Source: an optimization exercise on an open RTL-to-GDS flow (aim: small area). Production flows keep margins and buffers that such runs may drop. Function was checked by simulation only, so behaviour that the tests miss may differ from the original. No activity file was given, so power comes from the tool's default toggle rates.

==> flow/design.v <==
module motor_driver (
    input wire clk,
    input wire rst,
    input wire fwd_in,
    input wire bwd_in,
    input wire left_in,
    input wire right_in,
    input wire stop_in,
    input wire ld_left,
    input wire ld_right,
    output wire [3:0] m1_out,   
    output wire [3:0] m2_out,   
    output reg  [2:0] state
);
  localparam STOP = 0, FORWARD = 1, BACKWARD = 2, LEFT = 3, RIGHT = 4;
  always @(posedge clk) begin
    if (rst == 1) begin
      state <= STOP;
    end else if (stop_in == 1) begin
      state <= STOP;
    end else if (fwd_in == 1) begin
      if (ld_left == 1) begin
        state <= RIGHT;
      end else if (ld_right == 1) begin
        state <= LEFT;
      end else begin
        state <= FORWARD;
      end
    end else if (bwd_in == 1) begin
      state <= BACKWARD;
    end else if (right_in == 1) begin
      state <= RIGHT;
    end else if (left_in == 1) begin
      state <= LEFT;
    end else begin
      state <= STOP;
    end
  end
  wire m1_fwd = state[2] | (state[0] & ~state[1]);   
  wire m2_fwd = state[0];                             
  wire m_bwd  = state[1] & ~state[0];                 
  assign m1_out = {m1_fwd, m_bwd, m1_fwd, m_bwd};
  assign m2_out = {m2_fwd, m_bwd, m2_fwd, m_bwd};
endmodule
module parking_sensor #(
    parameter MODE = 0
) (
    input  wire clk,
    input  wire rst,
    input  wire echo,
    input  wire slow_on,   
    input  wire fast_on,   
    output reg  signal
);
  localparam PS_MODE_STOP = 0, PS_MODE_BEEP = 1;
  localparam CYCLES_PER_CM = 29;
  localparam DIST_CONST = 10 * CYCLES_PER_CM;
  localparam DIST_FAST = 15 * CYCLES_PER_CM;
  localparam DIST_SLOW = 20 * CYCLES_PER_CM;
  localparam DIST_STOP = 30 * CYCLES_PER_CM;
  reg [21:0] echo_width;
  always @(posedge clk) begin
    if (rst | ~echo) echo_width <= 0;
    else echo_width <= echo_width + 1'b1;
  end
  wire hi_zero = ~|echo_width[21:10];
  wire [9:0] lo = echo_width[9:0];
  wire measure = ~echo & (~hi_zero | (|lo));
  generate
    if (MODE == PS_MODE_STOP) begin : g_stop
      reg near;
      always @(posedge clk) begin
        if (rst) near <= 0;
        else if (measure) near <= hi_zero & (lo <= DIST_STOP);
      end
      reg [21:0] timer;
      reg detectable;
      wire detect_end   = &(timer | ~22'd62501);
      wire hold_end     = &(timer | ~22'd1000001);
      wire cooldown_end = &(timer | ~22'd2500001);
      always @(posedge clk) begin
        if (rst) begin
          timer <= 0;
          detectable <= 1;
          signal <= 0;
        end else if (detectable) begin
          if (~near) begin
            signal <= 0;
            timer  <= 0;
          end else if (~signal) begin
            if (detect_end) begin
              signal <= 1;
              timer  <= 0;
            end else timer <= timer + 1'b1;
          end else begin
            if (hold_end) begin
              signal <= 0;
              detectable <= 0;
              timer <= 0;
            end else timer <= timer + 1'b1;
          end
        end else begin
          if (cooldown_end) begin
            detectable <= 1;
            timer <= 0;
          end else timer <= timer + 1'b1;
        end
      end
    end else begin : g_beep
      reg [1:0] cls;
      always @(posedge clk) begin
        if (rst) cls <= 0;
        else if (measure) begin
          if (~hi_zero | lo > DIST_SLOW) cls <= 0;
          else if (lo > DIST_FAST) cls <= 1;
          else if (lo > DIST_CONST) cls <= 2;
          else cls <= 3;
        end
      end
      always @(posedge clk) begin
        if (rst) signal <= 0;
        else
          case (cls)
            2'd0: signal <= 0;
            2'd1: signal <= slow_on;
            2'd2: signal <= fast_on;
            default: signal <= 1;
          endcase
      end
    end
  endgenerate
endmodule
module main (
    input wire clk,
    input wire rst,
    input wire fwd_in,
    input wire bwd_in,
    input wire left_in,
    input wire right_in,
    input wire stoplight_in,
    input wire stopsign_in,
    input wire failsafe_in,
    output wire [3:0] m1_out,
    output wire [3:0] m2_out,
    output wire [2:0] md_state,
    input  wire echo_fwd,
    output wire trig_fwd,
    input  wire echo_bwd1,
    output wire trig_bwd1,
    input  wire echo_bwd2,
    output wire trig_bwd2,
    output wire beep_bwd1,
    output wire beep_bwd2,
    input  wire buzzer_in,
    output wire buzzer,
    input wire ld_left,
    input wire ld_right
);
  localparam PS_MODE_STOP = 0, PS_MODE_BEEP = 1;
  wire stop_in, ps_signal_fwd, ps_signal_bwd1, ps_signal_bwd2;
  assign stop_in = stopsign_in | stoplight_in | failsafe_in | ps_signal_fwd;
  assign buzzer  = buzzer_in | ps_signal_fwd;
  assign beep_bwd1 = ps_signal_bwd1;
  assign beep_bwd2 = ps_signal_bwd2;
  reg [15:0] trig_timer;
  wire trig_wrap = trig_timer[15] & trig_timer[12] & trig_timer[11] &
                   trig_timer[10] & trig_timer[6];
  always @(posedge clk) begin
    if (rst | trig_wrap) trig_timer <= 0;
    else trig_timer <= trig_timer + 1'b1;
  end
  wire trig = ~|trig_timer[15:3] & (trig_timer[2] ^ trig_timer[1]);
  assign trig_fwd  = trig;
  assign trig_bwd1 = trig;
  assign trig_bwd2 = trig;
  reg [18:0] beep_timer;
  wire beep_wrap = beep_timer[18] & beep_timer[17] & beep_timer[16] &
                   beep_timer[15] & beep_timer[13] & beep_timer[8] &
                   beep_timer[5];
  always @(posedge clk) begin
    if (rst | beep_wrap) beep_timer <= 0;
    else beep_timer <= beep_timer + 1'b1;
  end
  wire slow_on = beep_timer < 19'd250000;
  wire fast_on = (beep_timer < 19'd125000) |
                 (beep_timer >= 19'd250000 & beep_timer < 19'd375000) |
                 beep_wrap;
  motor_driver md (
      .clk(clk),
      .rst(rst),
      .fwd_in(fwd_in),
      .bwd_in(bwd_in),
      .left_in(left_in),
      .right_in(right_in),
      .stop_in(stop_in),
      .ld_left(ld_left),
      .ld_right(ld_right),
      .m1_out(m1_out),
      .m2_out(m2_out),
      .state(md_state)
  );
  parking_sensor #(.MODE(PS_MODE_STOP)) ps_fwd (
      .clk(clk),
      .rst(rst),
      .echo(echo_fwd),
      .slow_on(slow_on),
      .fast_on(fast_on),
      .signal(ps_signal_fwd)
  );
  parking_sensor #(.MODE(PS_MODE_BEEP)) ps_bwd1 (
      .clk(clk),
      .rst(rst),
      .echo(echo_bwd1),
      .slow_on(slow_on),
      .fast_on(fast_on),
      .signal(ps_signal_bwd1)
  );
  parking_sensor #(.MODE(PS_MODE_BEEP)) ps_bwd2 (
      .clk(clk),
      .rst(rst),
      .echo(echo_bwd2),
      .slow_on(slow_on),
      .fast_on(fast_on),
      .signal(ps_signal_bwd2)
  );
endmodule
==> flow/run.sh <==
#!/bin/bash
# synth_recipe.tcl (not shown) runs the flow's synth.tcl, then flattens the netlist and writes it again
# the make line also repeats each setting of config.mk as NAME=value (left out here)
make -C /OpenROAD-flow-scripts/flow DESIGN_CONFIG=/design/flow/config.mk WORK_HOME=/design/flow/orfs CLKGATE_MAP_FILE= SYNTH_SCRIPT=/design/flow/synth_recipe.tcl finish
==> flow/config.mk <==
export PLATFORM = sky130hd
export DESIGN_NAME = main
export DESIGN_NICKNAME = main
export VERILOG_FILES = /design/flow/design.v
export SDC_FILE = /design/flow/constraint.sdc
export NUM_CORES = 4
export LEC_CHECK = 0
export CAP_MARGIN = 20
export CORE_MARGIN = 2
export CORE_UTILIZATION = 40
export SLEW_MARGIN = 20
==> flow/constraint.sdc <==
create_clock -name core_clock -period 20.0 [get_ports {clk}]
set_input_delay 4.0000 -clock core_clock [delete_from_list [all_inputs] [get_ports {clk}]]
set_output_delay 4.0000 -clock core_clock [all_outputs]
set_load 0.01 [all_outputs]
==> qor.txt, run 1 <==
final hold violation count - 0
DR vias - 5079
synthesized area - 0.00641 mm2
unique cell type count in the Yosys netlist - 54
leakage power - 0.00255 uW
share of flip-flops with an asynchronous set or reset - 0
pwr/cell area - 80.2 mW/mm2
Post-Route WL - 12300 um
Post-CTS Setup Bufs - 0
fin crit period - 9.13 ns
Iteration-0 DRC Markers - 195
Hold WC Path Type - reg2reg
Final Util - 0.468
Synth area leaders - dfxtp_1, nor2_1, xor2_1
Die Y - 131 um
Synth top cells by count - nor2_1, dfxtp_1, xor2_1, nand3_1, xnor2_1
Worst Hold Launch - ps_bwd2.echo_width[0]
Setup-failing EPs final - 0
final antenna diode count - 0
reg-to-reg endpoint - ps_fwd.g_stop.timer[12]
CP delay by family, top - buffers and inverters
Max Cap Viol - 0
DRT Pass-1 Iters - 4
count leader, synth - nor2_1
status - finished clean
critical path peak fanout - 1
drt wl/cell - 12.2 um
clock sinks - 135
Clock Path Buffers - 2
end of the worst hold path - ps_bwd2.echo_width[0]
most frequent CP cell - clkdlybuf4s50_1
Syn Nets - 788
CTS root buffer - clkbuf_16
residual DRC count - 0
GRT Total Usage - 0.154
vias in the first global route - 4793
ys flop type - dfxtp_1
CP cell instances - clkdlybuf4s50_1, or2_2, clkdlybuf4s50_1
DIE AREA - 0.0170 mm2
PortBufs - 31
TritonCTS clock tree - yes
Cells after Synth - 760
# IOs - 32
Detail Route Antenna Nets - 0
cts bufs inserted - 17
CTS resizes - 0
Post-synth EDFFs - 0
vias per cell - 5.04
worst path required time - 16.00 ns
layout cells sized above 1 - 0.0569
first-pass GRT wire length - 21300 um
hold buffers post-CTS - 0
worst clock skew - 0.00708 ns
GP Congestion - 0.805
setup_tns - 0 ns
Pins Over Slew Limit - 0
R2R Path Start - ps_fwd.g_stop.timer[5]
Slowest cell on crit path - clkdlybuf4s50_1
Placement Rows - 46
critical path data arrival time - 5.13 ns
Slew @ Worst Pin - 0.862 ns
WP buf/inv - 2
# nets final - 807
H-tree Lvls - 4
Final Cycle Share - 0.457
Yosys Warn Count - 4
worst skew pair latency - 0.41 ns
RSZ-0062 raised after global routing - false
area fraction of the dominant cell type after synthesis - 0.422
critical path class - in2out
hold path cells - 1
core area - 0.0158 mm2
FF-to-FF setup slack - 17.98 ns
Synth area leader - dfxtp_1
Die Wd - 131 um
critical path's largest stage delay - 0.48 ns
crit start category - input port
register area share after synthesis - 0.422
R2R depth - 6
initial core utilization - 0.406
total gr overflow - 0
initial antenna violation count - 0
Max-Slew Margin vs Limit - 0.423
maximum clock rate - 0.110 GHz
critical path endpoint category - output pin
Max IR drop VDD - 56.4 uV
#FFs+latches synth - 135
clock slew at reported path FFs - 0.05 ns
pin count of the biggest net entering global routing - 24
HPWL reported at the end of detailed placement - 8570 um
synthesized area per cell - 8.43 um2
Layout Area Growth over Synthesis - 15.1%
## power breakdown
group          internal (uW)  switching (uW)
clock network            183             113
logic                   10.5            11.1
registers                272            2.75
## final cells by class
cell class                      instances  area [um2]
Fill cell                            1548        8390
Multi-Input combinational cell        558        3390
Sequential cell                       135        2700
Clock buffer                           23         488
Timing Repair Buffer                   33         325
Tap cell                              216         270
Inverter                               34         128
Clock inverter                          8        72.6
## kinds of logic after synthesis
| family | share of synthesized area |
|---|---|
| AO/OA/AOI/OAI | 0.0744 |
| XOR/XNOR | 0.133 |
| adder cells (fa/ha/maj) | 0.0254 |
| buffers and inverters | 0.0492 |
| flip-flops | 0.422 |
| AND/OR/NAND/NOR | 0.297 |
## placed cells by master, fill, tap and decap left out, types with 19 or more instances in the layout
cell type        count
nand2_1             42
inv_1               34
xnor2_1             47
o21ai_0             19
clkdlybuf4s50_1     31
nand3_1             48
nor3_1              27
a21oi_1             23
dfxtp_1            135
nor4_1              19
xor2_1              50
nand4_1             20
nor2_1             140
## stage by stage
stage | cell area, um2 | setup slack (ns) | total power (uW) | hold WS [ns] | std cells
floorplan | 6410 | 11.71 | 294 | 0.426 | 760
global placement | 6820 | 10.85 | 302 | 0.439 | 976
detailed placement | 6820 | 10.87 | 302 | 0.455 | 976
CTS | 7380 | 10.86 | 599 | 0.469 | 1007
global route | 7380 | 10.82 | 614 | 0.506 | 1007
finish | 7380 | 10.87 | 592 | 0.463 | 1007
## metal layers
metal  track usage  vias to the layer above  wire, um
met1         0.195                     2374      6070
li1              -                     2636         -
met5             0                        -         0
met4        0.0526                        0       146
met2         0.252                       55      5740
met3        0.0436                       14       301
## how the worst max path moves through the flow
stage	slack, ns	to	start	cells past startpoint
2_1_floorplan	11.71	buzzer	buzzer_in	1
3_3_place_gp	10.85	buzzer	buzzer_in	3
3_5_place_dp	10.87	buzzer	buzzer_in	3
4_1_cts	10.86	buzzer	buzzer_in	3
5_1_grt	10.82	buzzer	buzzer_in	3
6_report	10.87	buzzer	buzzer_in	3
## sequential cells by signal (all words and copies together) (netlist names)
name                      count
ps_bwd1.echo_width           22
ps_bwd2.echo_width           22
ps_fwd.echo_width            22
ps_fwd.g_stop.timer          22
beep_timer                   19
trig_timer                   16
md.state                      3
ps_bwd1.g_beep.cls            2
ps_bwd2.g_beep.cls            2
ps_bwd1.signal                1
ps_bwd2.signal                1
ps_fwd.g_stop.detectable      1
ps_fwd.g_stop.near            1
ps_fwd.signal                 1
==> run 2, diff against run 1 <==
--- a/flow/design.v
+++ b/flow/design.v
@@ -52,6 +52,30 @@
     input  wire fast_on,   
     output reg  signal
 );
+  function [21:0] inc;
+    input [21:0] q;
+    integer i;
+    reg c;
+    begin
+      c = 1'b1;
+      for (i = 0; i < 22; i = i + 1) begin
+        inc[i] = q[i] ^ c;
+        c = c & q[i];
+      end
+    end
+  endfunction
+  function lt;
+    input [21:0] x;
+    input [21:0] k;
+    integer i;
+    reg r;
+    begin
+      r = 1'b0;
+      for (i = 0; i < 22; i = i + 1)
+        r = k[i] ? (~x[i] | r) : (~x[i] & r);
+      lt = r;
+    end
+  endfunction
   localparam PS_MODE_STOP = 0, PS_MODE_BEEP = 1;
   localparam CYCLES_PER_CM = 29;
   localparam DIST_CONST = 10 * CYCLES_PER_CM;
@@ -61,7 +85,7 @@
   reg [21:0] echo_width;
   always @(posedge clk) begin
     if (rst | ~echo) echo_width <= 0;
-    else echo_width <= echo_width + 1'b1;
+    else echo_width <= inc(echo_width);
   end
   wire hi_zero = ~|echo_width[21:10];
   wire [9:0] lo = echo_width[9:0];
@@ -71,13 +95,14 @@
       reg near;
       always @(posedge clk) begin
         if (rst) near <= 0;
-        else if (measure) near <= hi_zero & (lo <= DIST_STOP);
+        else if (measure) near <= hi_zero & lt(lo, DIST_STOP + 1);
       end
       reg [21:0] timer;
       reg detectable;
-      wire detect_end   = &(timer | ~22'd62501);
-      wire hold_end     = &(timer | ~22'd1000001);
-      wire cooldown_end = &(timer | ~22'd2500001);
+      wire [21:0] timer_next = {timer[20:0], ~(timer[21] ^ timer[20])};
+      wire detect_end   = &(~(timer ^ 22'h0c7a40) | ~22'h25ce7b);   
+      wire hold_end     = &(~(timer ^ 22'h300600) | ~22'h3efbfd);   
+      wire cooldown_end = &(~(timer ^ 22'h2f0273) | ~22'h3dffff);   
       always @(posedge clk) begin
         if (rst) begin
           timer <= 0;
@@ -91,19 +116,19 @@
             if (detect_end) begin
               signal <= 1;
               timer  <= 0;
-            end else timer <= timer + 1'b1;
+            end else timer <= timer_next;
           end else begin
             if (hold_end) begin
               signal <= 0;
               detectable <= 0;
               timer <= 0;
-            end else timer <= timer + 1'b1;
+            end else timer <= timer_next;
           end
         end else begin
           if (cooldown_end) begin
             detectable <= 1;
             timer <= 0;
-          end else timer <= timer + 1'b1;
+          end else timer <= timer_next;
         end
       end
     end else begin : g_beep
@@ -111,9 +136,9 @@
       always @(posedge clk) begin
         if (rst) cls <= 0;
         else if (measure) begin
-          if (~hi_zero | lo > DIST_SLOW) cls <= 0;
-          else if (lo > DIST_FAST) cls <= 1;
-          else if (lo > DIST_CONST) cls <= 2;
+          if (~hi_zero | ~lt(lo, DIST_SLOW + 1)) cls <= 0;
+          else if (~lt(lo, DIST_FAST + 1)) cls <= 1;
+          else if (~lt(lo, DIST_CONST + 1)) cls <= 2;
           else cls <= 3;
         end
       end
@@ -163,28 +188,29 @@
   assign beep_bwd1 = ps_signal_bwd1;
   assign beep_bwd2 = ps_signal_bwd2;
   reg [15:0] trig_timer;
-  wire trig_wrap = trig_timer[15] & trig_timer[12] & trig_timer[11] &
-                   trig_timer[10] & trig_timer[6];
+  wire trig_wrap = &(~(trig_timer ^ 16'h20da) | ~16'hffbf);
   always @(posedge clk) begin
     if (rst | trig_wrap) trig_timer <= 0;
-    else trig_timer <= trig_timer + 1'b1;
-  end
-  wire trig = ~|trig_timer[15:3] & (trig_timer[2] ^ trig_timer[1]);
+    else trig_timer <= {trig_timer[14:0], ~(trig_timer[15] ^ trig_timer[6])};
+  end
+  wire trig = ~|trig_timer[15:5] & trig_timer[1] & trig_timer[0] &
+              (~trig_timer[4] | trig_timer[2]);
   assign trig_fwd  = trig;
   assign trig_bwd1 = trig;
   assign trig_bwd2 = trig;
-  reg [18:0] beep_timer;
-  wire beep_wrap = beep_timer[18] & beep_timer[17] & beep_timer[16] &
-                   beep_timer[15] & beep_timer[13] & beep_timer[8] &
-                   beep_timer[5];
-  always @(posedge clk) begin
-    if (rst | beep_wrap) beep_timer <= 0;
-    else beep_timer <= beep_timer + 1'b1;
-  end
-  wire slow_on = beep_timer < 19'd250000;
-  wire fast_on = (beep_timer < 19'd125000) |
-                 (beep_timer >= 19'd250000 & beep_timer < 19'd375000) |
-                 beep_wrap;
+  reg [16:0] beep_timer;
+  reg [1:0] beep_quarter;
+  reg beep_last;
+  wire beep_step_end = &(~(beep_timer ^ 17'h18e84) | ~17'h1fffb);
+  always @(posedge clk) begin
+    if (rst | beep_step_end | beep_last) beep_timer <= 0;
+    else beep_timer <= {beep_timer[15:0], ~(beep_timer[16] ^ beep_timer[13])};
+    if (rst | beep_last) beep_quarter <= 0;
+    else if (beep_step_end & ~&beep_quarter) beep_quarter <= beep_quarter + 1'b1;
+    beep_last <= ~rst & beep_step_end & (&beep_quarter);
+  end
+  wire slow_on = ~beep_quarter[1];
+  wire fast_on = ~beep_quarter[0] | beep_last;
   motor_driver md (
       .clk(clk),
       .rst(rst),
--- a/flow/config.mk
+++ b/flow/config.mk
@@ -7,5 +7,7 @@
 export LEC_CHECK = 0
 export CAP_MARGIN = 20
 export CORE_MARGIN = 2
-export CORE_UTILIZATION = 40
+export CORE_UTILIZATION = 75
+export CTS_BUF_LIST = sky130_fd_sc_hd__clkbuf_4
+export CTS_CLUSTER_SIZE = 12
 export SLEW_MARGIN = 20
==> qor.txt, run 2 <==
Synth top cells by count - dfxtp_1, and2_1, ha_1, nor2_1, inv_1
GRT Total Usage - 0.240 (+0.0868)
Max-Slew Margin vs Limit - 0.376 (-0.0466)
vias in the first global route - 3439 (-28%)
HPWL reported at the end of detailed placement - 6220 um (-27%)
crit start category - input port
worst path required time - 16.00 ns (about the same)
cts bufs inserted - 17 (unchanged)
first-pass GRT wire length - 14600 um (-31%)
Hold WC Path Type - reg2reg
Max Cap Viol - 0 (unchanged)
Setup-failing EPs final - 0 (unchanged)
Pins Over Slew Limit - 0 (unchanged)
clock sinks - 136 (+0.74%)
clock power share - 0.387 (-0.112)
drt wl/cell - 13.8 um (+13%)
CTS root buffer - clkbuf_4
critical path's largest stage delay - 0.47 ns (about the same)
synthesized area per cell - 10.8 um2 (+28%)
hold buffers post-CTS - 0 (unchanged)
Slew @ Worst Pin - 0.934 ns (+0.0718 ns)
Sw Pwr - 109 uW (-14%)
CTS resizes - 0 (unchanged)
critical path endpoint category - output pin
Final Cycle Share - 0.457 (about the same)
layout cells sized above 1 - 0.0823 (+0.0254)
Syn Nets - 588 (-25%)
status - finished clean
Hold WS - 0.460 ns (-0.00337 ns)
Flop pwr share - 0.576 (+0.112)
maximum clock rate - 0.110 GHz (about the same)
pin count of the biggest net entering global routing - 28 (+17%)
CP cell instances - clkdlybuf4s50_1, or2_2, clkdlybuf4s50_1
final antenna diode count - 0 (unchanged)
final non-filler cell area - 0.00608 mm2 (-18%)
most frequent cells in the layout - dfxtp_1, and2_1, ha_1, clkdlybuf4s50_1, nor2_1
commonest non-fill, non-tap cell in the layout - dfxtp_1
GP Congestion - 0.834 (+3.7%)
Detail Route Antenna Nets - 0 (unchanged)
Area after DPL - 0.00577 mm2 (-15%)
# nets final - 616 (-24%)
Clock Path Buffers - 2 (unchanged)
count leader, synth - dfxtp_1
ys flop type - dfxtp_1
TritonCTS clock tree - yes
register area share after synthesis - 0.498 (+0.0766)
critical path peak fanout - 1 (unchanged)
Die Wd - 89.4 um (-32%)
DIE AREA - 0.00798 mm2 (-53%)
Post-synth EDFFs - 0 (unchanged)
residual DRC count - 0 (unchanged)
critical path data arrival time - 5.13 ns (about the same)
area fraction of the dominant cell type after synthesis - 0.498 (+0.0766)
RSZ-0062 raised after global routing - false
total gr overflow - 0 (unchanged)
Post-CTS Setup Bufs - 0 (unchanged)
Die Y - 89.4 um (-32%)
Max IR drop VDD - 60.6 uV (+7.5%)
vias per cell - 5.52 (+9.5%)
pwr/cell area - 78.6 mW/mm2 (-2.0%)
Yosys Warn Count - 4 (unchanged)
Slowest cell on crit path - clkdlybuf4s50_1
cell-internal power - 369 uW (-21%)
setup_tns - 0 ns (unchanged)
initial core utilization - 0.766 (+0.359)
leakage power - 0.00281 uW (+10%)
fin crit period - 9.13 ns (-0.00140 ns)
#FFs+latches synth - 136 (+0.74%)
unique cell type count in the Yosys netlist - 54 (unchanged)
Layout Area Growth over Synthesis - 11.3%
Switching Fraction - 0.228 (+0.0140)
Final Util - 0.852 (+0.384)
Synth area leaders - dfxtp_1, ha_1, and2_1
synthesized area - 0.00546 mm2 (-15%)
core area - 0.00714 mm2 (-55%)
Placement Rows - 31 (-33%)
Cells after Synth - 506 (-33%)
most frequent CP cell - clkdlybuf4s50_1
initial antenna violation count - 0 (unchanged)
DR vias - 3568 (-30%)
# IOs - 32 (unchanged)
share of flip-flops with an asynchronous set or reset - 0 (unchanged)
Synth area leader - dfxtp_1
critical path class - in2out
DRT Pass-1 Iters - 4 (unchanged)
clock slew at reported path FFs - 0.11 ns (+0.06 ns)
PortBufs - 31 (unchanged)
Post-Route WL - 8890 um (-27%)
worst skew pair latency - 0.51 ns (+0.10 ns)
fillers - 440 (-72%)
worst clock skew - 0.0158 ns (+0.00872 ns)
Tot Pwr - 478 uW (-19%)
H-tree Lvls - 4 (unchanged)
Combinational Power Share - 0.037 (about the same)
final hold violation count - 0 (unchanged)
Iteration-0 DRC Markers - 170 (-13%)
## run 2: layer usage
layer | share of wire | track usage | vias to the layer above | wire length [um]
met5 | 0 | 0 | - | 0
met4 | 0.013 | 0.0868 | 0 | 118
met3 | 0.042 | 0.0794 | 12 | 374
met2 | 0.49 | 0.416 | 77 | 4370
met1 | 0.45 | 0.278 | 1674 | 4020
li1 | - | - | 1805 | -
## run 2: power groups by stage
stage               Sequential, uW  Combinational (uW)  Clock, uW
finish                         275                17.6        185
global placement               281                16.7          0
CTS                            275                17.6        190
floorplan                      281                10.6          0
detailed placement             281                17.4          0
global route                   276                19.5        201
## run 2: metrics by stage
stage	instances	worst slack, ns
after detailed placement	614	10.86
after floorplan	506	11.71
after global placement	614	10.87
after global routing	646	10.83
after CTS	646	10.87
final	646	10.87
## run 2: kinds of logic after synthesis
kind of cell | synth area share
AO/OA/AOI/OAI | 0.0408
adder cells (fa/ha/maj) | 0.153
XOR/XNOR | 0.0112
flip-flops | 0.498
multiplexers | 0.00183
buffers and inverters | 0.0378
AND/OR/NAND/NOR | 0.257
## run 2: worst max-delay path, delay by kind of cell
family / cells / cell delay, ns
buf+inv: 2 / 0.86
simple gates: 1 / 0.27
## run 2: final timing paths
kind	start	to	slack [ns]	cells past startpoint
max reg2reg	ps_bwd2.echo_width[0]	ps_bwd2.echo_width[21]	15.23	22
min	ps_fwd.g_stop.timer[8]	ps_fwd.g_stop.timer[9]	0.46	1
max	buzzer_in	buzzer	10.87	3
min reg2reg	ps_fwd.g_stop.timer[8]	ps_fwd.g_stop.timer[9]	0.46	1
## run 2: layout make-up
type | count | area (um2) | share of cell area
multi-input cells | 328 | 2540 | 0.418
clock buffers | 17 | 128 | 0.0210
inverters | 19 | 71.3 | 0.0117
repair buffers | 32 | 318 | 0.0523
clock inverters | 15 | 178 | 0.0292
well taps | 99 | 124 | 0.0204
flip-flops and latches | 136 | 2720 | 0.448
==> run 3, diff against run 2 <==
--- a/flow/config.mk
+++ b/flow/config.mk
@@ -8,6 +8,5 @@
 export CAP_MARGIN = 20
 export CORE_MARGIN = 2
 export CORE_UTILIZATION = 75
-export CTS_BUF_LIST = sky130_fd_sc_hd__clkbuf_4
-export CTS_CLUSTER_SIZE = 12
+export CTS_BUF_LIST = sky130_fd_sc_hd__clkbuf_8
 export SLEW_MARGIN = 20
==> qor.txt, run 3 <==
status - finished clean
DIE AREA - 0.00798 mm2 (unchanged)
hold path cells - 1 (unchanged)
CP cell instances - clkdlybuf4s50_1, or2_2, clkdlybuf4s50_1
unique cell type count in the Yosys netlist - 54 (unchanged)
cell-internal power - 413 uW (+12%)
fin crit period - 9.13 ns (-0.00160 ns)
pin count of the biggest net entering global routing - 28 (unchanged)
clock power share - 0.445 (+0.058)
Detail Route Antenna Nets - 0 (unchanged)
core area - 0.00714 mm2 (unchanged)
Iteration-0 DRC Markers - 143 (-16%)
fillers - 404 (-8.2%)
CP delay by family, top - buffers and inverters
Synth area leader - dfxtp_1
Max IR drop VDD - 86.1 uV (+42%)
Post-CTS Setup Bufs - 0 (unchanged)
# IOs - 32 (unchanged)
Switching Fraction - 0.217 (-0.0105)
most frequent cells in the layout - dfxtp_1, and2_1, ha_1, clkdlybuf4s50_1, nor2_1
leakage power - 0.00286 uW (+2.0%)
crit start category - input port
area fraction of the dominant cell type after synthesis - 0.498 (unchanged)
maximum clock rate - 0.110 GHz (about the same)
final hold violation count - 0 (unchanged)
Critical path origin - buzzer_in
Die Y - 89.4 um (unchanged)
hold buffers post-CTS - 0 (unchanged)
residual DRC count - 0 (unchanged)
critical path peak fanout - 1 (unchanged)
Post-synth EDFFs - 0 (unchanged)
Layout Area Growth over Synthesis - 13.6%
RSZ-0062 raised after global routing - false
R2R Path Start - ps_bwd2.echo_width[0]
worst path required time - 16.00 ns (about the same)
cts bufs inserted - 17 (unchanged)
ys flop type - dfxtp_1
Setup-failing EPs final - 0 (unchanged)
Final Cycle Share - 0.456 (about the same)
critical path endpoint category - output pin
share of flip-flops with an asynchronous set or reset - 0 (unchanged)
drt wl/cell - 15.0 um (+8.9%)
critical path data arrival time - 5.13 ns (about the same)
Synth top cells by count - dfxtp_1, and2_1, ha_1, nor2_1, inv_1
Pins Over Slew Limit - 0 (unchanged)
critical path class - in2out
setup_tns - 0 ns (unchanged)
WP buf/inv - 2 (unchanged)
Worst Hold Launch - ps_fwd.g_stop.timer[8]
Placement Rows - 31 (unchanged)
commonest non-fill, non-tap cell in the layout - dfxtp_1
layout cells sized above 1 - 0.0859 (+0.00366)
Synth area leaders - dfxtp_1, ha_1, and2_1
register area share after synthesis - 0.498 (unchanged)
Combinational Power Share - 0.034 (-0.003)
end of the worst hold path - ps_fwd.g_stop.timer[9]
#FFs+latches synth - 136 (unchanged)
most frequent CP cell - clkdlybuf4s50_1
initial core utilization - 0.766 (unchanged)
PortBufs - 31 (unchanged)
Hold WC Path Type - reg2reg
Max-Slew Margin vs Limit - 0.343 (-0.0334)
critical path's largest stage delay - 0.47 ns (about the same)
initial antenna violation count - 0 (unchanged)
TritonCTS clock tree - yes
Flop pwr share - 0.522 (-0.054)
reg-to-reg endpoint - ps_bwd2.echo_width[21]
Cells after Synth - 506 (unchanged)
pwr/cell area - 85.0 mW/mm2 (+8.2%)
HPWL reported at the end of detailed placement - 6220 um (unchanged)
count leader, synth - dfxtp_1
Cells after DPL - 614 (unchanged)
final antenna diode count - 0 (unchanged)
Yosys Warn Count - 4 (unchanged)
Post-Route WL - 9680 um (+8.9%)
DRT Pass-1 Iters - 5 (+1)
Max Cap Viol - 0 (unchanged)
synthesized area per cell - 10.8 um2 (unchanged)
worst clock skew - 0.0125 ns (-0.00334 ns)
vias per cell - 5.60 (+1.4%)
GP Congestion - 0.834 (unchanged)
Sw Pwr - 115 uW (+5.4%)
Slew @ Worst Pin - 0.984 ns (+0.0501 ns)
CTS root buffer - clkbuf_8
DR vias - 3618 (+1.4%)
Slowest cell on crit path - clkdlybuf4s50_1
Syn Nets - 588 (unchanged)
total gr overflow - 0 (unchanged)
CTS resizes - 0 (unchanged)
Cell Count, Final, Fillers Out - 646 (unchanged)
FF-to-FF setup slack - 15.24 ns (about the same)
clock slew at reported path FFs - 0.07 ns (-0.04 ns)
R2R depth - 22 (unchanged)
# nets final - 616 (unchanged)
clock sinks - 136 (unchanged)
worst skew pair latency - 0.43 ns (-0.08 ns)
Clock Path Buffers - 2 (unchanged)
vias in the first global route - 3548 (+3.2%)
H-tree Lvls - 4 (unchanged)
synthesized area - 0.00546 mm2 (unchanged)
Die Wd - 89.4 um (unchanged)
first-pass GRT wire length - 15500 um (+6.1%)
GRT Total Usage - 0.257 (+0.0167)
run 3: cell types whose count changed in the layout (fill, tap and decap cells not counted):
cell,delta
clkbuf_4,-17
clkbuf_8,+19
clkinv_1,-2
run 3: how the worst max path moves through the flow:
stage / end / slack [ns] / depth (start not counted)
finish: buzzer / 10.87 / 3
global route: buzzer / 10.83 / 3
CTS: buzzer / 10.87 / 3
detailed placement: buzzer / 10.86 / 3
global placement: buzzer / 10.87 / 3
floorplan: buzzer / 11.71 / 1
run 3: cell families after synthesis:
family,count (synthesis),share of synthesized area
fa+ha+maj,67,0.153
compound gates,31,0.0408
mux,1,0.00183
simple gates,222,0.257
xor+xnor,7,0.0112
buf+inv,42,0.0378
flops,136,0.498
run 3: power by group through the flow:
stage / sequential, uW / clock, uW / combinational [uW]
finish: 275 / 235 / 17.7
CTS: 275 / 239 / 17.8
floorplan: 281 / 0 / 10.6
global route: 275 / 251 / 19.8
detailed placement: 281 / 0 / 17.4
global placement: 281 / 0 / 16.7
run 3: layout make-up:
cell class	count	area, um2	area share
clock buffer	19	262	0.0421
clock inverter	13	170	0.0274
inverter	19	71.3	0.0115
multi-input combinational	328	2540	0.409
sequential	136	2720	0.439
tap	99	124	0.0200
timing repair buffer	32	318	0.0512
run 3: through the flow:
step                hold slack, ns  utilization  cell area, um2  setup slack (ns)  total power, uW
floorplan                    0.417            -            5460             11.71              292
global placement             0.431        0.809            5770             10.87              298
detailed placement           0.435        0.809            5770             10.86              299
CTS                          0.458        0.869            6200             10.87              532
global route                 0.477        0.870            6210             10.83              546
finish                       0.453        0.870            6210             10.87              528
run 3: per-layer routing:
layer	share of wire	vias up	GRT usage
met2	0.51	89	0.462
met5	0	-	0
met3	0.044	23	0.0803
li1	-	1803	-
met1	0.42	1703	0.287
met4	0.019	0	0.0882
run 3: worst reg2reg max path, cell delays in order, from the launching register on:
cell and delay (ns):
dfxtp_1 0.32, ha_1 0.21, ha_1 0.21, ha_1 0.19, ha_1 0.22, ha_1 0.20, ha_1 0.20, ha_1 0.21
ha_1 0.21, ha_1 0.20, ha_1 0.19, ha_1 0.20, ha_1 0.20, ha_1 0.20, ha_1 0.19, ha_1 0.20
ha_1 0.20, ha_1 0.20, ha_1 0.20, ha_1 0.21, ha_1 0.21, xor2_1 0.14, and2_1 0.16
==> run 4, diff against run 3 <==
==> flow/flow/run.sh (new file) <==
#!/bin/bash
# The standard layout (the standard.sh: standard synthesis, floorplan, power
# grid, placement, routing), with two changes:
#  - the port buffers are the smallest buffer, buf_1;
#  - clock tree synthesis uses clkbuf_8 and larger sink clusters, and adds no
#    dummy loads.
# make's full output goes to flow.log; each ORFS step also keeps its own log
# under orfs/logs/.
set -euo pipefail
bash standard.sh \
  "CTS_ARGS=-sink_clustering_enable -repair_clock_nets -dont_use_dummy_load -buf_list sky130_fd_sc_hd__clkbuf_8 -sink_clustering_size 30 -sink_clustering_max_diameter 60" \
  "BUFFER_PORTS_ARGS=-buffer_cell sky130_fd_sc_hd__buf_1" \
  finish > flow.log 2>&1
==> flow/standard.sh (new file) <==
#!/bin/bash
# synth_recipe.tcl (not shown) runs the flow's synth.tcl, then flattens the netlist and writes it again
# the make line also repeats each setting of config.mk as NAME=value (left out here)
make -C /OpenROAD-flow-scripts/flow DESIGN_CONFIG=/design/flow/config.mk WORK_HOME=/design/flow/orfs CLKGATE_MAP_FILE= SYNTH_SCRIPT=/design/flow/synth_recipe.tcl "${@:-finish}"
removed: flow/run.sh
==> qor.txt, run 4 <==
Yosys Warn Count - 4 (unchanged)
initial antenna violation count - 0 (unchanged)
critical path peak fanout - 1 (unchanged)
final hold violation count - 0 (unchanged)
pin count of the biggest net entering global routing - 28 (unchanged)
worst path required time - 16.00 ns (about the same)
share of flip-flops with an asynchronous set or reset - 0 (unchanged)
hold path cells - 1 (unchanged)
Die Y - 89.4 um (unchanged)
critical path class - in2out
R2R Path Start - ps_bwd2.echo_width[0]
critical path's largest stage delay - 0.26 ns (-0.21 ns)
Cells after DPL - 614 (unchanged)
Switching Fraction - 0.204 (-0.0133)
CTS resizes - 0 (unchanged)
Placement Rows - 31 (unchanged)
Syn Nets - 588 (unchanged)
PortBufs - 31 (unchanged)
Synth top cells by count - dfxtp_1, and2_1, ha_1, nor2_1, inv_1
Synth area leaders - dfxtp_1, ha_1, and2_1
reg-to-reg endpoint - ps_bwd2.echo_width[21]
cell-internal power - 354 uW (-14%)
Die Wd - 89.4 um (unchanged)
Cell Count, Final, Fillers Out - 631 (-2.3%)
hold buffers post-CTS - 0 (unchanged)
cts bufs inserted - 17 (unchanged)
Synth area leader - dfxtp_1
worst skew pair latency - 0.41 ns (-0.02 ns)
fin crit period - 8.45 ns (-0.675 ns)
count leader, synth - dfxtp_1
unique cell type count in the Yosys netlist - 54 (unchanged)
clock sinks - 136 (unchanged)
Final Cycle Share - 0.423 (-0.0338)
leakage power - 0.00270 uW (-5.7%)
ys flop type - dfxtp_1
Post-CTS Setup Bufs - 0 (unchanged)
vias in the first global route - 3289 (-7.3%)
Combinational Power Share - 0.032 (-0.002)
layout cells sized above 1 - 0.0602 (-0.0258)
Max Cap Viol - 0 (unchanged)
Sw Pwr - 90.8 uW (-21%)
area fraction of the dominant cell type after synthesis - 0.498 (unchanged)
Post-Route WL - 8230 um (-15%)
DR vias - 3422 (-5.4%)
TritonCTS clock tree - yes
Cells after Synth - 506 (unchanged)
Max IR drop VDD - 76.0 uV (-12%)
GP Congestion - 0.779 (-6.6%)
pwr/cell area - 76.5 mW/mm2 (-10%)
HPWL reported at the end of detailed placement - 5800 um (-6.8%)
worst clock skew - 0.0182 ns (+0.00578 ns)
Worst Hold Launch - ps_fwd.g_stop.timer[12]
FF-to-FF setup slack - 15.33 ns (+0.09 ns)
residual DRC count - 0 (unchanged)
R2R depth - 22 (unchanged)
critical path data arrival time - 4.45 ns (-0.68 ns)
Post-synth EDFFs - 0 (unchanged)
Hold WC Path Type - reg2reg
register area share after synthesis - 0.498 (unchanged)
GRT Total Usage - 0.228 (-0.0288)
clock slew at reported path FFs - 0.06 ns (about the same)
most frequent cells in the layout - dfxtp_1, and2_1, ha_1, buf_1, nor2_1
Pins Over Slew Limit - 0 (unchanged)
CTS root buffer - clkbuf_8
most frequent CP cell - buf_1
Clock Path Buffers - 2 (unchanged)
synthesized area per cell - 10.8 um2 (unchanged)
commonest non-fill, non-tap cell in the layout - dfxtp_1
#FFs+latches synth - 136 (unchanged)
status - finished clean
DRT Pass-1 Iters - 4 (-1)
critical path endpoint category - output pin
Flop pwr share - 0.619 (+0.097)
Setup-failing EPs final - 0 (unchanged)
Layout Area Growth over Synthesis - 6.43%
setup_tns - 0 ns (unchanged)
crit start category - input port
# nets final - 616 (unchanged)
total gr overflow - 0 (unchanged)
Slowest cell on crit path - or2_2
# IOs - 32 (unchanged)
CP cell instances - buf_1, or2_2, buf_1
first-pass GRT wire length - 13900 um (-10%)
core area - 0.00714 mm2 (unchanged)
Max-Slew Margin vs Limit - 0.375 (+0.0321)
clock power share - 0.349 (-0.096)
H-tree Lvls - 4 (unchanged)
RSZ-0062 raised after global routing - false
Iteration-0 DRC Markers - 100 (-30%)
drt wl/cell - 13.0 um (-13%)
maximum clock rate - 0.118 GHz (+8.0%)
DIE AREA - 0.00798 mm2 (unchanged)
final antenna diode count - 0 (unchanged)
end of the worst hold path - ps_fwd.g_stop.timer[13]
initial core utilization - 0.766 (unchanged)
vias per cell - 5.42 (-3.2%)
synthesized area - 0.00546 mm2 (unchanged)
Slew @ Worst Pin - 0.936 ns (-0.0480 ns)
Detail Route Antenna Nets - 0 (unchanged)
==> run 4: cell counts after synthesis <==
Identical to the previous run, type by type.
==> run 4: final cells by class <==
cell class	instances	area (um2)
Timing Repair Buffer	32	124
Fill cell	452	1320
Inverter	19	71.3
Tap cell	99	124
Sequential cell	136	2720
Multi-Input combinational cell	328	2540
Clock buffer	17	234
==> run 4: per-layer routing <==
| metal | global-route usage | part of all wire | vias to the layer above |
|---|---|---|---|
| met1 | 0.268 | 0.46 | 1588 |
| met2 | 0.397 | 0.49 | 49 |
| li1 | - | - | 1774 |
| met4 | 0.0706 | 0.012 | 0 |
| met5 | 0 | 0 | - |
| met3 | 0.0739 | 0.035 | 11 |
==> run 4: worst max path at each step <==
stage / start / end / slack (ns) / cells past startpoint
global route: buzzer_in / buzzer / 11.53 / 3
CTS: buzzer_in / buzzer / 11.54 / 3
finish: buzzer_in / buzzer / 11.55 / 3
global placement: buzzer_in / buzzer / 11.55 / 3
detailed placement: buzzer_in / buzzer / 11.54 / 3
floorplan: buzzer_in / buzzer / 11.71 / 1
==> run 4: power by group through the flow <==
| stage | Sequential (uW) | Clock [uW] | Combinational (uW) |
|---|---|---|---|
| finish | 276 | 155 | 14.2 |
| global route | 276 | 172 | 16.2 |
| CTS | 275 | 160 | 14.3 |
| detailed placement | 281 | 0 | 14.1 |
| global placement | 281 | 0 | 13.6 |
| floorplan | 281 | 0 | 10.6 |
==> run 4: stage by stage <==
stage	cell area [um2]	util	worst slack, ns	hold slack, ns	power, uW
after global routing	5820	0.815	11.53	0.478	464
after CTS	5810	0.814	11.54	0.443	450
after floorplan	5460	-	11.71	0.417	292
final	5820	0.815	11.55	0.443	445
after global placement	5580	0.781	11.55	0.427	295
after detailed placement	5580	0.781	11.54	0.441	295
==> run 4: logic make-up (layout without fill, tap and decap cells) <==
group	after synthesis	in the layout	synth area share
AO/OA/AOI/OAI	31	31	0.0408
XOR/XNOR	7	7	0.0112
adder cells (fa/ha/maj)	67	67	0.153
buffers and inverters	42	68	0.0378
flip-flops	136	136	0.498
multiplexers	1	1	0.00183
AND/OR/NAND/NOR	222	222	0.257
==> run 4: worst max-delay path, delay by kind of cell <==
family	cells	cell delay, ns
buffers and inverters	2	0.20
AND/OR/NAND/NOR	1	0.26
==> run 5, diff against run 4 <==
--- a/flow/flow/run.sh
+++ b/flow/flow/run.sh
@@ -8,6 +8,6 @@
 # under orfs/logs/.
 set -euo pipefail
 bash standard.sh \
-  "CTS_ARGS=-sink_clustering_enable -repair_clock_nets -dont_use_dummy_load -buf_list sky130_fd_sc_hd__clkbuf_8 -sink_clustering_size 30 -sink_clustering_max_diameter 60" \
+  "CTS_ARGS=-sink_clustering_enable -repair_clock_nets -dont_use_dummy_load -buf_list sky130_fd_sc_hd__clkbuf_16 -sink_clustering_size 64 -sink_clustering_max_diameter 300 -distance_between_buffers 200" \
   "BUFFER_PORTS_ARGS=-buffer_cell sky130_fd_sc_hd__buf_1" \
   finish > flow.log 2>&1
==> qor.txt, run 5 <==
FF-to-FF setup slack - 15.29 ns (-0.04 ns)
Pins Over Slew Limit - 0 (unchanged)
Switching Fraction - 0.195 (-0.00912)
worst skew pair latency - 0.40 ns (about the same)
vias per cell - 5.54 (+2.2%)
clock sinks - 136 (unchanged)
Worst Hold Launch - ps_fwd.g_stop.timer[12]
Slew @ Worst Pin - 0.990 ns (+0.0540 ns)
count leader, synth - dfxtp_1
Synth Area in Adders - 0.153 (unchanged)
DIE AREA - 0.00798 mm2 (unchanged)
Final Util - 0.842 (+0.0268)
Post-synth EDFFs - 0 (unchanged)
CTS root buffer - clkbuf_16
WP buf/inv - 2 (unchanged)
clock power share - 0.452 (+0.103)
drt wl/cell - 14.0 um (+7.3%)
critical path endpoint category - output pin
CP delay by family, top - simple AND/OR/NAND/NOR gates
largest family of logic cells by synthesized area - simple AND/OR/NAND/NOR gates
# IOs - 32 (unchanged)
leakage power - 0.00279 uW (+3.2%)
register area share after synthesis - 0.498 (unchanged)
# nets final - 616 (unchanged)
Post-CTS Setup Bufs - 0 (unchanged)
Layout Area Growth over Synthesis - 9.94%
setup_tns - 0 ns (unchanged)
Yosys Warn Count - 4 (unchanged)
Setup-failing EPs final - 0 (unchanged)
Die Y - 89.4 um (unchanged)
synthesized area - 0.00546 mm2 (unchanged)
Final WS setup - 11.54 ns (-0.00430 ns)
pin count of the biggest net entering global routing - 28 (unchanged)
Iteration-0 DRC Markers - 117 (+17%)
layout cells sized above 1 - 0.0602 (unchanged)
Hold WS - 0.446 ns (+0.00385 ns)
worst path required time - 16.00 ns (about the same)
commonest non-fill, non-tap cell in the layout - dfxtp_1
area fraction of the dominant cell type after synthesis - 0.498 (unchanged)
end of the worst hold path - ps_fwd.g_stop.timer[13]
worst slack at placement - 11.54 ns (unchanged)
crit start category - input port
fillers - 417 (-7.7%)
Flop pwr share - 0.522 (-0.097)
DR vias - 3496 (+2.2%)
CP cell instances - buf_1, or2_2, buf_1
residual DRC count - 0 (unchanged)
Synth top cells by count - dfxtp_1, and2_1, ha_1, nor2_1, inv_1
TritonCTS clock tree - yes
Die Wd - 89.4 um (unchanged)
pwr/cell area - 88.2 mW/mm2 (+15%)
Post-Route WL - 8830 um (+7.3%)
first-pass GRT wire length - 14400 um (+3.7%)
H-tree Lvls - 4 (unchanged)
cell-internal power - 426 uW (+20%)
GP Congestion - 0.779 (unchanged)
Synth area leaders - dfxtp_1, ha_1, and2_1
Compound-Gate Fraction of Synth Area - 0.0408 (unchanged)
Slowest cell on crit path - or2_2
critical path class - in2out
multi-input logic area - 0.00254 mm2 (unchanged)
synthesized area per cell - 10.8 um2 (unchanged)
hold path cells - 1 (unchanged)
Hold WC Path Type - reg2reg
hold buffers post-CTS - 0 (unchanged)
critical path's largest stage delay - 0.26 ns (about the same)
worst clock skew - 0.0128 ns (-0.00544 ns)
GRT Total Usage - 0.240 (+0.0113)
Max Cap Viol - 0 (unchanged)
cts bufs inserted - 17 (unchanged)
most frequent cells in the layout - dfxtp_1, and2_1, ha_1, buf_1, nor2_1
Seq. cell area - 0.00272 mm2 (unchanged)
Syn Nets - 588 (unchanged)
ys flop type - dfxtp_1
Post-Synth Simple-Gate Area - 0.257 (unchanged)
maximum clock rate - 0.118 GHz (about the same)
initial antenna violation count - 0 (unchanged)
PortBufs - 31 (unchanged)
RSZ-0062 raised after global routing - false
total gr overflow - 0 (unchanged)
Max IR drop VDD - 72.8 uV (-4.1%)
CTS resizes - 0 (unchanged)
vias in the first global route - 3318 (+0.88%)
Sw Pwr - 103 uW (+14%)
initial core utilization - 0.766 (unchanged)
DRT Pass-1 Iters - 4 (unchanged)
most frequent CP cell - buf_1
R2R depth - 22 (unchanged)
Detail Route Antenna Nets - 0 (unchanged)
final non-filler cell area - 0.00601 mm2 (+3.3%)
Area after DPL - 0.00558 mm2 (unchanged)
clock slew at reported path FFs - 0.05 ns (about the same)
HPWL reported at the end of detailed placement - 5800 um (unchanged)
Max-Slew Margin vs Limit - 0.339 (-0.0361)
XOR/XNOR Fraction of Synth Area - 0.0112 (unchanged)
fin crit period - 8.46 ns (+0.00430 ns)
final hold violation count - 0 (unchanged)
Synth area leader - dfxtp_1
critical path peak fanout - 1 (unchanged)
critical path data arrival time - 4.46 ns (about the same)
Combinational Power Share - 0.027 (-0.005)
reg-to-reg endpoint - ps_bwd2.echo_width[21]
mux contribution to synthesized area - 0.00183 (unchanged)
final antenna diode count - 0 (unchanged)
unique cell type count in the Yosys netlist - 54 (unchanged)
Clock Path Buffers - 2 (unchanged)
status - finished clean
#FFs+latches synth - 136 (unchanged)
core area - 0.00714 mm2 (unchanged)
share of flip-flops with an asynchronous set or reset - 0 (unchanged)
R2R Path Start - ps_bwd2.echo_width[0]
Final Cycle Share - 0.423 (about the same)
Placement Rows - 31 (unchanged)
Cells after Synth - 506 (unchanged)
[run 5: cell count changes in the layout (fill, tap and decap cells not counted)]
cell	change
clkbuf_8	-17
clkbuf_16	+17
[run 5: kinds of logic (layout without fill, tap and decap cells)]
logic type,count (synthesis),in the layout
XOR/XNOR,7,7
buffers and inverters,42,68
flip-flops,136,136
AND/OR/NAND/NOR,222,222
adder cells (fa/ha/maj),67,67
AO/OA/AOI/OAI,31,31
multiplexers,1,1
[run 5: cell type report]
cell class	instances	share of cell area
multi-input combinational	328	0.423
timing repair buffer	32	0.0206
clock buffer	17	0.0708
sequential	136	0.453
tap	99	0.0206
inverter	19	0.0119
[run 5: worst max path at each step]
| stage | from | endpoint | slack [ns] | cells past startpoint |
|---|---|---|---|---|
| floorplan | buzzer_in | buzzer | 11.71 | 1 |
| global placement | buzzer_in | buzzer | 11.55 | 3 |
| detailed placement | buzzer_in | buzzer | 11.54 | 3 |
| CTS | buzzer_in | buzzer | 11.54 | 3 |
| global route | buzzer_in | buzzer | 11.53 | 3 |
| finish | buzzer_in | buzzer | 11.54 | 3 |
[run 5: routing by layer]
| metal | up-vias | part of all wire | GRT usage |
|---|---|---|---|
| met5 | - | 0 | 0 |
| met2 | 62 | 0.50 | 0.410 |
| met1 | 1649 | 0.46 | 0.284 |
| met4 | 0 | 0.011 | 0.102 |
| met3 | 9 | 0.031 | 0.0646 |
| li1 | 1776 | - | - |
[run 5: stage by stage]
| step | cells | total power, uW |
|---|---|---|
| after floorplan | 506 | 292 |
| after global placement | 614 | 295 |
| after detailed placement | 614 | 295 |
| after CTS | 631 | 534 |
| after global routing | 631 | 547 |
| final | 631 | 530 |
[run 5: power by group through the flow]
stage               clock [uW]  combinational (uW)  sequential [uW]
detailed placement           0                14.1              281
CTS                        243                14.2              276
global placement             0                13.6              281
global route               254                16.3              276
floorplan                    0                10.6              281
finish                     239                14.2              276
[run 5: worst register-to-register path: stages, from the launching register on]
cell	delay (ns)
dfxtp_1	0.31
ha_1	0.22
ha_1	0.20
ha_1	0.20
ha_1	0.21
ha_1	0.20
ha_1	0.20
ha_1	0.20
ha_1	0.20
ha_1	0.20
ha_1	0.20
ha_1	0.20
ha_1	0.19
ha_1	0.20
ha_1	0.20
ha_1	0.21
ha_1	0.21
ha_1	0.20
ha_1	0.20
ha_1	0.19
ha_1	0.20
xor2_1	0.13
and2_1	0.15
==> run 6, diff against run 5 <==
--- a/flow/flow/run.sh
+++ b/flow/flow/run.sh
@@ -8,6 +8,6 @@
 # under orfs/logs/.
 set -euo pipefail
 bash standard.sh \
-  "CTS_ARGS=-sink_clustering_enable -repair_clock_nets -dont_use_dummy_load -buf_list sky130_fd_sc_hd__clkbuf_16 -sink_clustering_size 64 -sink_clustering_max_diameter 300 -distance_between_buffers 200" \
+  "CTS_ARGS=-sink_clustering_enable -repair_clock_nets -dont_use_dummy_load -buf_list sky130_fd_sc_hd__clkbuf_8 -root_buf sky130_fd_sc_hd__clkbuf_8 -sink_clustering_size 40 -sink_clustering_max_diameter 200 -sink_clustering_levels 1" \
   "BUFFER_PORTS_ARGS=-buffer_cell sky130_fd_sc_hd__buf_1" \
   finish > flow.log 2>&1
==> qor.txt, run 6 <==
Slowest cell on crit path - or2_2
worst skew pair latency - 0.41 ns (about the same)
pin count of the biggest net entering global routing - 28 (unchanged)
Hold WC Path Type - reg2reg
initial antenna violation count - 0 (unchanged)
DIE AREA - 0.00798 mm2 (unchanged)
area fraction of the dominant cell type after synthesis - 0.498 (unchanged)
Tot Pwr - 445 uW (-16%)
residual DRC count - 0 (unchanged)
register area share after synthesis - 0.498 (unchanged)
GP Congestion - 0.779 (unchanged)
R2R Path Start - ps_bwd2.echo_width[0]
R2R depth - 22 (unchanged)
Synth area leaders - dfxtp_1, ha_1, and2_1
Placement Rows - 31 (unchanged)
CTS resizes - 0 (unchanged)
pwr/cell area - 76.5 mW/mm2 (-13%)
maximum clock rate - 0.118 GHz (about the same)
DR vias - 3422 (-2.1%)
Final Util - 0.815 (-0.0268)
synthesized area per cell - 10.8 um2 (unchanged)
clock sinks - 136 (unchanged)
final hold violation count - 0 (unchanged)
M3 GR Usage - 0.0739 (+0.00923)
CTS root buffer - clkbuf_8
Die Wd - 89.4 um (unchanged)
layout cells sized above 1 - 0.0602 (unchanged)
Yosys Warn Count - 4 (unchanged)
first-pass GRT wire length - 13900 um (-3.6%)
grt peak-use layer - met2
# IOs - 32 (unchanged)
share of flip-flops with an asynchronous set or reset - 0 (unchanged)
status - finished clean
TritonCTS clock tree - yes
Post-Route WL - 8230 um (-6.8%)
PortBufs - 31 (unchanged)
Post-CTS Setup Bufs - 0 (unchanged)
Cell Count, Final, Fillers Out - 631 (unchanged)
reg-to-reg endpoint - ps_bwd2.echo_width[21]
Pins Over Slew Limit - 0 (unchanged)
CP cell instances - buf_1, or2_2, buf_1
initial core utilization - 0.766 (unchanged)
worst setup path endpoint - buzzer
drt wl/cell - 13.0 um (-6.8%)
setup_tns - 0 ns (unchanged)
Synth top cells by count - dfxtp_1, and2_1, ha_1, nor2_1, inv_1
fin crit period - 8.45 ns (-0.00430 ns)
crit start category - input port
H-tree Lvls - 4 (unchanged)
# nets final - 616 (unchanged)
Final Cycle Share - 0.423 (about the same)
Max IR drop VDD - 76.0 uV (+4.3%)
Setup-failing EPs final - 0 (unchanged)
Detail Route Antenna Nets - 0 (unchanged)
WP buf/inv - 2 (unchanged)
cts bufs inserted - 17 (unchanged)
Layout Area Growth over Synthesis - 6.43%
Iteration-0 DRC Markers - 100 (-15%)
Synth area leader - dfxtp_1
most frequent CP cell - buf_1
vias per cell - 5.42 (-2.1%)
critical path class - in2out
most frequent cells in the layout - dfxtp_1, and2_1, ha_1, buf_1, nor2_1
critical path's largest stage delay - 0.26 ns (about the same)
critical path data arrival time - 4.45 ns (about the same)
Max-Slew Margin vs Limit - 0.375 (+0.0361)
GRT Total Usage - 0.228 (-0.0113)
Die Y - 89.4 um (unchanged)
critical path depth in cells - 3 (unchanged)
Cells after Synth - 506 (unchanged)
worst path required time - 16.00 ns (about the same)
worst clock skew - 0.0182 ns (+0.00544 ns)
leakage power - 0.00270 uW (-3.1%)
ys flop type - dfxtp_1
Cells after DPL - 614 (unchanged)
commonest non-fill, non-tap cell in the layout - dfxtp_1
DRT Pass-1 Iters - 4 (unchanged)
HPWL reported at the end of detailed placement - 5800 um (unchanged)
M2 GR Usage - 0.397 (-0.0128)
FF-to-FF setup slack - 15.33 ns (+0.04 ns)
hold buffers post-CTS - 0 (unchanged)
critical path peak fanout - 1 (unchanged)
RSZ-0062 raised after global routing - false
Clock Path Buffers - 2 (unchanged)
met1 Resource Use GR - 0.268 (-0.0153)
final antenna diode count - 0 (unchanged)
count leader, synth - dfxtp_1
Critical path origin - buzzer_in
Slew @ Worst Pin - 0.936 ns (-0.0540 ns)
core area - 0.00714 mm2 (unchanged)
Max Cap Viol - 0 (unchanged)
clock slew at reported path FFs - 0.06 ns (about the same)
#FFs+latches synth - 136 (unchanged)
unique cell type count in the Yosys netlist - 54 (unchanged)
Post-synth EDFFs - 0 (unchanged)
critical path endpoint category - output pin
synthesized area - 0.00546 mm2 (unchanged)
fillers - 452 (+8.4%)
vias in the first global route - 3289 (-0.87%)
Syn Nets - 588 (unchanged)
CP delay by family, top - simple AND/OR/NAND/NOR gates
total gr overflow - 0 (unchanged)
-- run 6: changes by cell type in the layout (fill, tap and decap cells not counted) --
| cell | delta |
|---|---|
| clkbuf_16 | -17 |
| clkbuf_8 | +17 |
-- run 6: cell type report --
class / instances / area (um2) / area share
repair buffers: 32 / 124 / 0.0213
multi-input cells: 328 / 2540 / 0.437
clock buffers: 17 / 234 / 0.0402
well taps: 99 / 124 / 0.0213
flip-flops and latches: 136 / 2720 / 0.468
inverters: 19 / 71.3 / 0.0123
-- run 6: power by group --
part	total [uW]	internal [uW]	switching, uW
clock network	155	74.7	80.5
logic	14.2	5.56	8.59
registers	276	274	1.75
total	445	354	90.8
-- run 6: how the worst min path moves through the flow --
stage | slack [ns] | to | cells after the start | start
after floorplan | 0.42 | ps_bwd1.echo_width[0] | 1 | ps_bwd1.echo_width[0]
after global placement | 0.43 | ps_fwd.g_stop.timer[18] | 1 | ps_fwd.g_stop.timer[17]
after detailed placement | 0.44 | ps_fwd.g_stop.timer[8] | 1 | ps_fwd.g_stop.timer[7]
after CTS | 0.44 | ps_fwd.g_stop.timer[13] | 1 | ps_fwd.g_stop.timer[12]
after global routing | 0.48 | ps_fwd.g_stop.timer[13] | 1 | ps_fwd.g_stop.timer[12]
final | 0.44 | ps_fwd.g_stop.timer[13] | 1 | ps_fwd.g_stop.timer[12]
-- run 6: logic make-up after synthesis --
logic type               count (synthesis)  synth area share
AO/OA/AOI/OAI                           31            0.0408
XOR/XNOR                                 7            0.0112
adder cells (fa/ha/maj)                 67             0.153
buffers and inverters                   42            0.0378
flip-flops                             136             0.498
multiplexers                             1           0.00183
AND/OR/NAND/NOR                        222             0.257
-- run 6: routing by layer --
metal	up-vias	wire length (um)	part of all wire
li1	1774	-	-
met1	1588	3810	0.46
met2	49	4030	0.49
met3	11	289	0.035
met4	0	99	0.012
met5	-	0	0
-- run 6: stage by stage --
stage	setup slack, ns	area (um2)	hold WS, ns
global route	11.53	5820	0.478
global placement	11.55	5580	0.427
finish	11.55	5820	0.443
CTS	11.54	5810	0.443
detailed placement	11.54	5580	0.441
floorplan	11.71	5460	0.417

## port drivers added, routing unchanged
In the flow no input, the clock included, has a driving cell. The finished layouts below were timed again as built, in two steps.
Step 1: set_driving_cell puts a clkbuf_16 on clk and a buf_2 on each other input, an assumption about the parent block.
Step 2, shift: input delay + t, output delay - t, t = (earliest + latest rising clock arrival at the registers) / 2. This alone moves slack from input paths to output paths.
Slacks: ideal ports / drivers / drivers and shift; pairs: ideal ports / drivers.
| run | t (ns) | slack for setup (ns) | slew at the worst register clock pin (ns) | pins driven straight from the clock port |
|---|---|---|---|---|
| run 1 | 0.450 | 10.868 / 10.847 / 10.847 | 0.06 / 0.06 | 1 |
| run 2 | 0.536 | 10.869 / 10.840 / 10.840 | 0.13 / 0.13 | 1 |
| run 3 | 0.458 | 10.871 / 10.842 / 10.842 | 0.08 / 0.08 | 1 |
| run 4 | 0.432 | 11.546 / 11.524 / 11.524 | 0.07 / 0.07 | 1 |
| run 5 | 0.434 | 11.542 / 11.520 / 11.520 | 0.06 / 0.06 | 1 |
| run 6 | 0.432 | 11.546 / 11.524 / 11.524 | 0.07 / 0.07 | 1 |
After both steps every run listed still meets setup and hold.
